Context: an optimization exercise on an open-source flow, tuned for small area and a short achievable clock period. The choices shown serve that exercise and are no tape-out recipe. Only simulation tests tie the RTL to the original design; equivalence was not proved. Power figures rest on the tool's default switching activity, not on a simulated workload.

## lampFPU_FMA
module lampFPU_FMA( clk,rst,
sign_op1_i,mant_op1_i,exp_op1_i,isZ_op1_i,isInf_op1_i, isSNAN_op1_i, isQNAN_op1_i,
sign_op2_i,mant_op2_i,exp_op2_i,isZ_op2_i,isInf_op2_i, isSNAN_op2_i, isQNAN_op2_i,
sign_op3_i,mant_op3_i,exp_op3_i,isInf_op3_i, isSNAN_op3_i, isQNAN_op3_i,
doFMU_i,is_mult_sub_i,is_add_sub_i,  
res_sign_o,res_mant_o, res_exp_o,
is_Overflow_o,is_Underflow_o,is_to_round_o,valid_o
);
input clk,rst;
input [F_SIGN-1:0]          sign_op1_i;
input [(F_MANT-1)+1:0]      mant_op1_i;  
input [(F_EXP-1)+1:0]       exp_op1_i;
input                       isZ_op1_i;
input						isInf_op1_i;
input						isSNAN_op1_i;
input						isQNAN_op1_i;
input [F_SIGN-1:0]          sign_op2_i;
input [(F_MANT-1)+1:0]      mant_op2_i;  
input [(F_EXP-1)+1:0]       exp_op2_i;
input                       isZ_op2_i;
input						isInf_op2_i;
input						isSNAN_op2_i;
input						isQNAN_op2_i;
input [F_SIGN-1:0]          sign_op3_i;
input [(F_MANT-1)+1:0]      mant_op3_i;  
input [(F_EXP+1)-1:0]       exp_op3_i;
input						isInf_op3_i;
input						isSNAN_op3_i;
input						isQNAN_op3_i;
input                       doFMU_i;
input                       is_mult_sub_i;
input                       is_add_sub_i;
output logic [F_SIGN-1:0]          res_sign_o;
output logic [5+(F_MANT-1):0]      res_mant_o;  
output logic [F_EXP-1:0]           res_exp_o;
output logic                       is_Overflow_o;
output logic                       is_Underflow_o;
output logic                       is_to_round_o;
output logic                       valid_o;
  ...
clock: 10.0 ns
lec_check: 0
abc_area: 1
cap_margin: 20
core_margin: 2
core_utilization: 65
cts_buf_list: sky130_fd_sc_hd__clkbuf_8
setup_slack_margin: 4
slew_margin: 20
standard.sh (not shown) runs the stock make flow with config.mk's settings and CLKGATE_MAP_FILE= SYNTH_SCRIPT=/design/flow/synth_recipe.tcl, a recipe that flattens the netlist after the stock synthesis.
==> flow/flow/run.sh <==
#!/bin/bash
# Standard layout, except that the port buffers are buf_1 cells instead of
# the delay-cell buffers buffer_ports picks by default. Every port still gets a buffer.
set -euo pipefail
bash standard.sh BUFFER_PORTS_ARGS="-buffer_cell sky130_fd_sc_hd__buf_1" finish > standard_make.log 2>&1
The baseline ran to the end with no violations.
==> next run, changes <==
Settings changed: CORE_UTILIZATION 65 to 35, TNS_END_PERCENT set to 10.
After rerunning: Via count is lower by about 5%. Count of clock-buffer cells in the layout is unchanged. Cell area is higher by about 2.3%. Sequential share of layout area is lower by 0.32 points. Total power is lower by 1.5%. Sequential power is about the same. Fmax is higher by 1.3%.
==> next run, changes <==
Settings changed: CORE_UTILIZATION 35 to 50.
Effect: The changed run produced a clean layout; sequential power is about the same; worst hold slack hardly moves; via count came out higher by 0.37%; register-to-register slack loses 100 ps; setup slack loses 91 ps; synthesized area does not change; maximum frequency came out lower by 1.6%; final area came out lower by 1.7%; global-route usage came out higher by 7.8 points; final cell count came out lower by about 6%; sequential share of layout area came out higher by 0.25 points.
==> next run, changes <==
Settings changed: CORE_UTILIZATION 50 to 40, CTS_BUF_LIST sky130_fd_sc_hd__clkbuf_8 to unset, TNS_END_PERCENT 10 to unset.
What happened: The new run completed without violations. Wire length decreases by a few percent. Die area is higher by a quarter to a third. Cell area fell slightly. Clock skew barely changes. Total power came out lower by a few percent. Global-route usage goes down by 5.4 points.


Starting RTL as in the previous note.
==> flow/config.mk <==
export PLATFORM = sky130hd
export DESIGN_NAME = lampFPU_FMA
export DESIGN_NICKNAME = lampFPU_FMA
export VERILOG_FILES = /design/flow/design.v
export SDC_FILE = /design/flow/constraint.sdc
export NUM_CORES = 4
export LEC_CHECK = 0
export ABC_AREA = 1
export CAP_MARGIN = 20
export CORE_MARGIN = 2
export CORE_UTILIZATION = 40
export CTS_BUF_LIST = sky130_fd_sc_hd__clkbuf_8
export GPL_ROUTABILITY_DRIVEN = 0
export SETUP_SLACK_MARGIN = 4
export SLEW_MARGIN = 20
export TNS_END_PERCENT = 10
==> flow/constraint.sdc <==
create_clock -name core_clock -period 10.0 [get_ports {clk}]
set_input_delay 2.0000 -clock core_clock [delete_from_list [all_inputs] [get_ports {clk}]]
set_output_delay 2.0000 -clock core_clock [all_outputs]
set_load 0.01 [all_outputs]
Scripts as last shown in full above: flow/flow/run.sh
Edit:
Settings changed: CTS_BUF_LIST sky130_fd_sc_hd__clkbuf_8 to not set, GPL_ROUTABILITY_DRIVEN 0 to not set, SETUP_SLACK_MARGIN 4 to 5, TNS_END_PERCENT 10 to not set.
Effect:
- combinational power climbs by about 60%
- setup slack degrades by 0.051 ns
- synthesized cell count does not change
- global-route usage climbs by 5.0 points
- clock-buffer cell count climbs by 2
- die area does not change
Edit:
Settings changed: SETUP_SLACK_MARGIN 5 to 3.
Effect:
- The changed run finished with timing, DRC and antenna clean
- final area went down by a quarter to a third
- clock skew is about the same
- via count went down by about a fifth
- synthesized cell count is unchanged
- worst setup slack loses 0.63 ns
- routed wire length went down by a quarter to a third
- register-to-register slack loses 0.66 ns
- power went down by well over a third
- synthesized area does not change

## separate check: timing with driven ports
In the flow no input, the clock included, has a driving cell. The finished layouts below were timed again as built, in two steps. Step 1 assumes that a clkbuf_16 drives the clock port and a buf_2 every other input. Step 2 also shifts input and output timing later by t, the mid clock arrival at the registers, as if the neighbouring blocks saw the same clock. a / b / c = no drivers / after step 1 / after step 2; a / b = the first two.
| run | t, ns | setup slack, ns | hold WS [ns] | worst register clock-pin slew, ns |
|---|---|---|---|---|
| the first run of note 1 | 0.416 | 4.172 / 4.172 / 3.832 | 0.373 / 0.373 / 0.373 | 0.09 / 0.09 |
| the second run of note 1 | 0.422 | 4.245 / 4.260 / 3.838 | 0.381 / 0.381 / 0.381 | 0.10 / 0.10 |
| the third run of note 1 | 0.405 | 4.154 / 4.173 / 3.767 | 0.383 / 0.383 / 0.383 | 0.08 / 0.08 |
| the fourth run of note 1 | 0.381 | 4.218 / 4.237 / 3.857 | 0.390 / 0.390 / 0.390 | 0.06 / 0.06 |
| the first run of note 2 | 0.408 | 4.241 / 4.241 / 3.861 | 0.381 / 0.381 / 0.381 | 0.09 / 0.09 |
| the second run of note 2 | 0.398 | 4.190 / 4.203 / 3.805 | 0.378 / 0.378 / 0.378 | 0.07 / 0.07 |
| the third run of note 2 | 0.392 | 3.565 / 3.587 / 3.195 | 0.386 / 0.386 / 0.386 | 0.06 / 0.06 |
After both steps every run listed still meets setup and hold. For the second run of note 1, which loses most, drivers alone change the setup slack by +0.015 ns; drivers and shift together by -0.407 ns.
